From an optimization exercise on the open Yosys and OpenROAD flow, aimed at small area; shortcuts taken in it are not production practice.
In this exercise RTL edits were held to simulation tests only and were not proved equivalent to the original.
Power and IR drop assume default switching activity.

Setup of run A:
Design tang_nano_9k_riscv_monitor, start of the top module:
module tang_nano_9k_riscv_monitor
(
  input clk_27mhz,
  input button_s1,
  input uart_rx,
  output [6-1:0] led,
  output uart_tx
);
Size in the first run: roughly 3,000 flip-flops, ~10 I/O pins, ~69,000 um^2 of cells after synthesis.
==> flow/config.mk <==
export PLATFORM = sky130hd
export DESIGN_NAME = tang_nano_9k_riscv_monitor
export DESIGN_NICKNAME = tang_nano_9k_riscv_monitor
export VERILOG_FILES = /design/flow/design.v
export SDC_FILE = /design/flow/constraint.sdc
export NUM_CORES = 4
export LEC_CHECK = 0
export CAP_MARGIN = 20
export CORE_MARGIN = 2
export CORE_UTILIZATION = 65
export PLACE_DENSITY = 0.75
export SLEW_MARGIN = 20
==> flow/constraint.sdc <==
create_clock -name core_clock -period 37.0 [get_ports {clk_27mhz}]
set_input_delay 7.4000 -clock core_clock [delete_from_list [all_inputs] [get_ports {clk_27mhz}]]
set_output_delay 7.4000 -clock core_clock [all_outputs]
set_load 0.01 [all_outputs]
standard.sh (not shown) runs the stock make flow with config.mk's settings and CLKGATE_MAP_FILE= SYNTH_SCRIPT=/design/flow/synth_recipe.tcl, a recipe that flattens the netlist after the stock synthesis.
==> flow/flow/run.sh <==
#!/bin/bash
# The standard layout, with clock tree synthesis told not to add dummy loads
# and to cluster the flip-flops under clkbuf_8 buffers.
set -euo pipefail
export CTS_ARGS="-sink_clustering_enable -repair_clock_nets -dont_use_dummy_load -buf_list sky130_fd_sc_hd__clkbuf_8 -sink_clustering_size 20 -sink_clustering_max_diameter 35"
bash standard.sh > standard.log 2>&1
diff inputs: run A => run B
- swapping 65 for 70 in CORE_UTILIZATION
- swapping 0.75 for 0.8 in PLACE_DENSITY
==> flow/flow/run.sh <==
#!/bin/bash
# The standard layout, with clock tree synthesis told not to add dummy loads
# and to cluster the flip-flops under clkbuf_8 buffers.
set -euo pipefail
export CTS_ARGS="-sink_clustering_enable -repair_clock_nets -dont_use_dummy_load -buf_list sky130_fd_sc_hd__clkbuf_8 -sink_clustering_size 18 -sink_clustering_max_diameter 40"
bash standard.sh > standard.log 2>&1
[summary]
Die area is lower on run B
Relative contribution of the clock network to total power ended up 2.9 points lower on run B than on run A.
Run B vs run A: post-layout total power down in run B
> inputs changed (run B -> run C)
- changing PLACE_DENSITY from 0.8 to 0.9
- changing CORE_UTILIZATION from 70 to 80
==> flow/flow/run.sh <==
#!/bin/bash
# The standard layout, with clock tree synthesis told not to add dummy loads
# and to cluster the flip-flops under clkbuf_8 buffers.
set -euo pipefail
export CTS_ARGS="-sink_clustering_enable -repair_clock_nets -dont_use_dummy_load -buf_list sky130_fd_sc_hd__clkbuf_8 -sink_clustering_size 20 -sink_clustering_max_diameter 30"
bash standard.sh > standard.log 2>&1
==> comparison <==
Changes observed in run C relative to run B: critical path depth has decreased, cell area has increased, global-route wire length before repair has increased, full die area has decreased. Diff run B -> run C | standard-cell row count | down by a few percent. Detailed route, run C vs run B: via total higher for run C.
Edits applied to the flow inputs when going from run C to run D:
- PLACE_DENSITY changed from 0.9 to 0.8
- CORE_UTILIZATION changed from 80 to 70
==> flow/flow/run.sh <==
#!/bin/bash
# The standard layout, with clock tree synthesis told not to add dummy loads
# and to cluster the flip-flops under clkbuf_8 buffers.
set -euo pipefail
export CTS_ARGS="-sink_clustering_enable -repair_clock_nets -dont_use_dummy_load -buf_list sky130_fd_sc_hd__clkbuf_8 -sink_clustering_size 20 -sink_clustering_max_diameter 40"
bash standard.sh > standard.log 2>&1
==> results.txt <==
- Run D finished every step from synthesis to the final layout, and the layout passed the timing, design-rule and antenna checks.
- Going from run C to run D, the final clock period utilization by the worst path was found to have gone down by 0.40 points.
- Of run C and run D, the higher routed length on met1 belongs to run C.
- The higher global routing met2 resource utilization came out of run C.
- Worst hold-check slack ends up lower on run D.

---

tang_nano_9k_riscv_monitor again, from the RTL that the note above started with.
clock: 37.0 ns
lec_check: 0
cap_margin: 20
core_margin: 2
core_utilization: 70
place_density: 0.8
slew_margin: 20
==> flow/flow/run.sh <==
#!/bin/bash
# The standard layout, with clock tree synthesis told not to add dummy loads
# and how to cluster the flip-flops.
set -euo pipefail
export CTS_ARGS="-sink_clustering_enable -repair_clock_nets -dont_use_dummy_load -buf_list sky130_fd_sc_hd__clkbuf_16 -sink_clustering_size 30 -sink_clustering_max_diameter 40"
bash standard.sh > standard.log 2>&1
Then changed:
==> flow/flow/run.sh (replaced) <==
#!/bin/bash
# The standard layout, with clock tree synthesis told not to add dummy loads.
set -euo pipefail
export CTS_ARGS="-sink_clustering_enable -repair_clock_nets -dont_use_dummy_load -buf_list sky130_fd_sc_hd__clkbuf_16 -sink_clustering_size 36 -sink_clustering_max_diameter 50"
bash standard.sh > standard.log 2>&1
Settings changed: CORE_UTILIZATION 70 to 60, PLACE_DENSITY 0.8 to 0.7.
Worst hold slack degrades by 5.4 ps. Core utilization fell by 11 points. Power fell by a few percent. Clock power fell by roughly a tenth. First-iteration DRC count fell by well over a third. Routed wire length fell by about a fifth. Design area fell slightly. Setup slack degrades by 63 ps. Non-clock buffer count does not change.

[separate check: timing with driven ports]
Ports are ideal in the flow. The routed layouts listed here were re-timed in OpenROAD.
Step 1 sets driving cells, clkbuf_16 on the clock port and buf_2 on the other inputs (assumed; they add their load-dependent delay and slew).
Step 2 also shifts input and output timing later by t, the mid clock arrival at the registers, as if the neighbouring blocks saw the same clock.
a / b / c = ideal ports / drivers / drivers and shift; a / b = the first two.
run | t, ns | setup WS [ns] | worst setup path at the end | worst slew at a driven data input, ns
run A | 0.978 | 20.431 / 20.411 / 20.411 | input to output | 0.03
run B | 0.903 | 20.409 / 20.387 / 20.387 | input to output | 0.03
run C | 1.028 | 20.262 / 20.195 / 20.195 | input to output | 0.07
run D | 0.914 | 20.411 / 20.388 / 20.388 | input to output | 0.03
the first run of note 2 | 0.810 | 20.414 / 20.392 / 20.392 | input to output | 0.03
the second run of note 2 | 0.803 | 20.350 / 20.329 / 20.329 | input to output | 0.03
After both steps every run listed still meets setup and hold. The setup slack of run C, which loses most, moves by -0.067 ns with the drivers and by -0.067 ns with both steps.
